Context: an optimization exercise on an open-source flow, tuned for small area, a short achievable clock period and few clock cycles per item. The choices shown serve that exercise and are no tape-out recipe.
The flow treats the clock pin as an ideal source. Dropping or thinning the clock tree relies on that and would not hold on a real chip.
No activity file was given, so power comes from the tool's default toggle rates.

==> flow/design.v <==
`timescale 1ns/10ps
module LBP (
	input  clk,
	input  reset,
	output reg [13:0] gray_addr,
	output reg        gray_req,
	input             gray_ready,
	input      [7:0]  gray_data,
	output reg        lbp_valid,
	output reg [13:0] lbp_addr,
	output reg [7:0]  lbp_data,
	output reg        finish
);
	localparam H = 8;            
	wire [6:0] row = gray_addr[13:7];
	wire [6:0] col = gray_addr[6:0];
	reg  [2:0] s;                
	reg        endc;             
	reg        ends;             
	reg        last;             
	wire [6:0] row_step = {{4{endc}}, {2{ends}}, 1'b1};
	always @(posedge clk) begin
		if (reset) begin
			gray_req  <= 1'b0;
			lbp_valid <= 1'b0;
			finish    <= 1'b0;
		end else begin
			gray_req  <= gray_ready & ~finish & ~(gray_req & last);
			lbp_valid <= gray_req & (s >= 3'd2) & (col >= 7'd2);
			if (gray_req & last) finish <= 1'b1;
		end
	end
	always @(posedge clk) begin
		if (gray_req) begin
			{gray_addr[6:0], s} <= {col, s} + 10'd1;
			gray_addr[13:7] <= row + row_step;
		end else begin
			{gray_addr, s} <= 17'd0;
		end
	end
	always @(posedge clk) begin
		endc <= (s == 3'd6);
		ends <= (s == 3'd6) & (col == 7'd127);
		last <= (s == 3'd6) & (col == 7'd127) & (row == 7'd126);
	end
	reg [7:0] d [0:H];
	integer i;
	always @(posedge clk) begin
		d[0] <= gray_data;
		for (i = 1; i <= H; i = i + 1) d[i] <= d[i-1];
	end
	function [1:0] cmp3;
		input [7:0] a, b;
		reg [7:0] g1, p1;
		reg [3:0] g2, p2;
		reg [1:0] g4, p4;
		reg       g8, p8;
		integer k;
		begin
			g1 = a & ~b; p1 = a | ~b;
			for (k = 0; k < 4; k = k + 1) begin
				g2[k] = g1[2*k+1] | (p1[2*k+1] & g1[2*k]);
				p2[k] = p1[2*k+1] & p1[2*k];
			end
			for (k = 0; k < 2; k = k + 1) begin
				g4[k] = g2[2*k+1] | (p2[2*k+1] & g2[2*k]);
				p4[k] = p2[2*k+1] & p2[2*k];
			end
			g8 = g4[1] | (p4[1] & g4[0]);
			p8 = p4[1] & p4[0];
			cmp3 = {g8 | p8, ~g8};
		end
	endfunction
	function [1:0] cmp3f;
		input [7:0] a, b;
		reg [7:0] g1, p1;
		reg [1:0] g4, p4;
		reg       g8, p8;
		integer k;
		begin
			g1 = a & ~b; p1 = a | ~b;
			for (k = 0; k < 2; k = k + 1) begin
				g4[k] = g1[4*k+3] | (p1[4*k+3] & g1[4*k+2]) | (p1[4*k+3] & p1[4*k+2] & g1[4*k+1])
				      | (p1[4*k+3] & p1[4*k+2] & p1[4*k+1] & g1[4*k]);
				p4[k] = &p1[4*k+3 -: 4];
			end
			g8 = g4[1] | (p4[1] & g4[0]);
			p8 = p4[1] & p4[0];
			cmp3f = {g8 | p8, ~g8};
		end
	endfunction
	wire [7:0] c = d[H];
	wire ge_dg, le_dg, ge_hz, le_hz, ge_ad, le_ad, ge_vt, le_vt;
	assign {ge_dg, le_dg} = cmp3f(gray_data, c);
	assign {ge_hz, le_hz} = cmp3(d[0], c);
	assign {ge_ad, le_ad} = cmp3(d[1], c);
	assign {ge_vt, le_vt} = cmp3(d[H-1], c);
	reg [H:0]   q_dg;    
	reg [H-1:0] q_hz;
	reg [H-2:0] q_ad;
	reg         q_vt;
	always @(posedge clk) begin
		q_dg <= {q_dg[H-1:0], le_dg};
		q_hz <= {q_hz[H-2:0], le_hz};
		q_ad <= {q_ad[H-3:0], le_ad};
		q_vt <= le_vt;
	end
	always @(posedge clk) begin
		lbp_addr <= {row - 7'd1, col - 7'd1};
		lbp_data <= {ge_dg, ge_vt, q_ad[H-2], ge_hz, q_hz[H-1], ge_ad, q_vt, q_dg[H]};
	end
endmodule
==> flow/config.mk <==
export PLATFORM = sky130hd
export DESIGN_NAME = LBP
export DESIGN_NICKNAME = LBP
export VERILOG_FILES = /design/flow/design.v
export SDC_FILE = /design/flow/constraint.sdc
export NUM_CORES = 4
export LEC_CHECK = 0
export CAP_MARGIN = 20
export CORE_MARGIN = 2
export CORE_UTILIZATION = 60
export SETUP_SLACK_MARGIN = 2.5
export SLEW_MARGIN = 20
==> flow/constraint.sdc <==
create_clock -name core_clock -period 4.0 [get_ports {clk}]
set_input_delay 0.8000 -clock core_clock [delete_from_list [all_inputs] [get_ports {clk}]]
set_output_delay 0.8000 -clock core_clock [all_outputs]
set_load 0.01 [all_outputs]
standard.sh (not shown) runs the stock make flow with config.mk's settings and CLKGATE_MAP_FILE= SYNTH_SCRIPT=/design/flow/synth_recipe.tcl, a recipe that flattens the netlist after the stock synthesis.
==> flow/flow/run.sh <==
#!/bin/bash
# The standard layout, with plain buf_1 port buffers and a two-level
# inverter clock tree: after CTS, flow/mytree2.tcl replaces the tree with
# N1 first-level inverters fed from the clock port and N2 second-level
# inverters, each driving one cluster of flip-flops. Timing repair then
# runs after global routing as usual.
set -euo pipefail
HERE=$(pwd)
bash standard.sh finish \
  "BUFFER_PORTS_ARGS=-buffer_cell sky130_fd_sc_hd__buf_1" \
  "SKIP_CTS_REPAIR_TIMING=1" \
  "POST_CTS_TCL=$HERE/flow/mytree2.tcl" \
  "MYTREE_N1=4" "MYTREE_N2=8"  > standard_flow.log 2>&1
Other scripts of this flow, unchanged in this note and not shown: flow/flow/mytree2.tcl
The baseline ran to the end with no violations.
Change:
ABC_AREA = 1   (was default)
SETUP_SLACK_MARGIN = 2.55   (was 2.5)
What happened: Area after synthesis grows by a few percent; setup slack is better by 0.22 ns; wire length went up by a few percent; design area rises by a few percent; worst hold slack degrades by 0.0039 ns; register-to-register slack improves by 0.16 ns; cell count came out higher by a quarter to a third; maximum frequency goes up by about a fifth; total power rose slightly.
No run of this note included a check of the RTL's function; only the layout flow was run. No run of this note takes its clock network from TritonCTS; it comes from the design's own scripts or RTL.

## port drivers added, routing unchanged
The flow's constraints put no driver on any port. The routed layouts listed below were extracted and timed again, unchanged, in two steps.
Step 1, drivers: a clkbuf_16 drives clk and a buf_2 each remaining input, both assumed.
Step 2 adds t to the input delays and takes it off the output delays; t is the mean of the earliest and latest rising clock arrival at the registers after step 1. Input paths then give back, and output paths get back, about the clock's delay inside the block.
a / b / c = ideal / step 1 / step 2; a / b = the first two.
| run | t (ns) | slack for setup (ns) | latest minus earliest clock arrival (ns) | worst data-port slew with drivers (ns) |
|---|---|---|---|---|
| the first run | 0.250 | 2.351 / 2.325 / 2.207 | 0.009 / 0.010 | 0.05 |
| the second run | 0.251 | 2.569 / 2.423 / 2.490 | 0.014 / 0.014 | 0.03 |
After both steps every run listed still meets setup and hold. The setup slack of the first run, which loses most, moves by -0.026 ns with the drivers and by -0.144 ns with both steps.
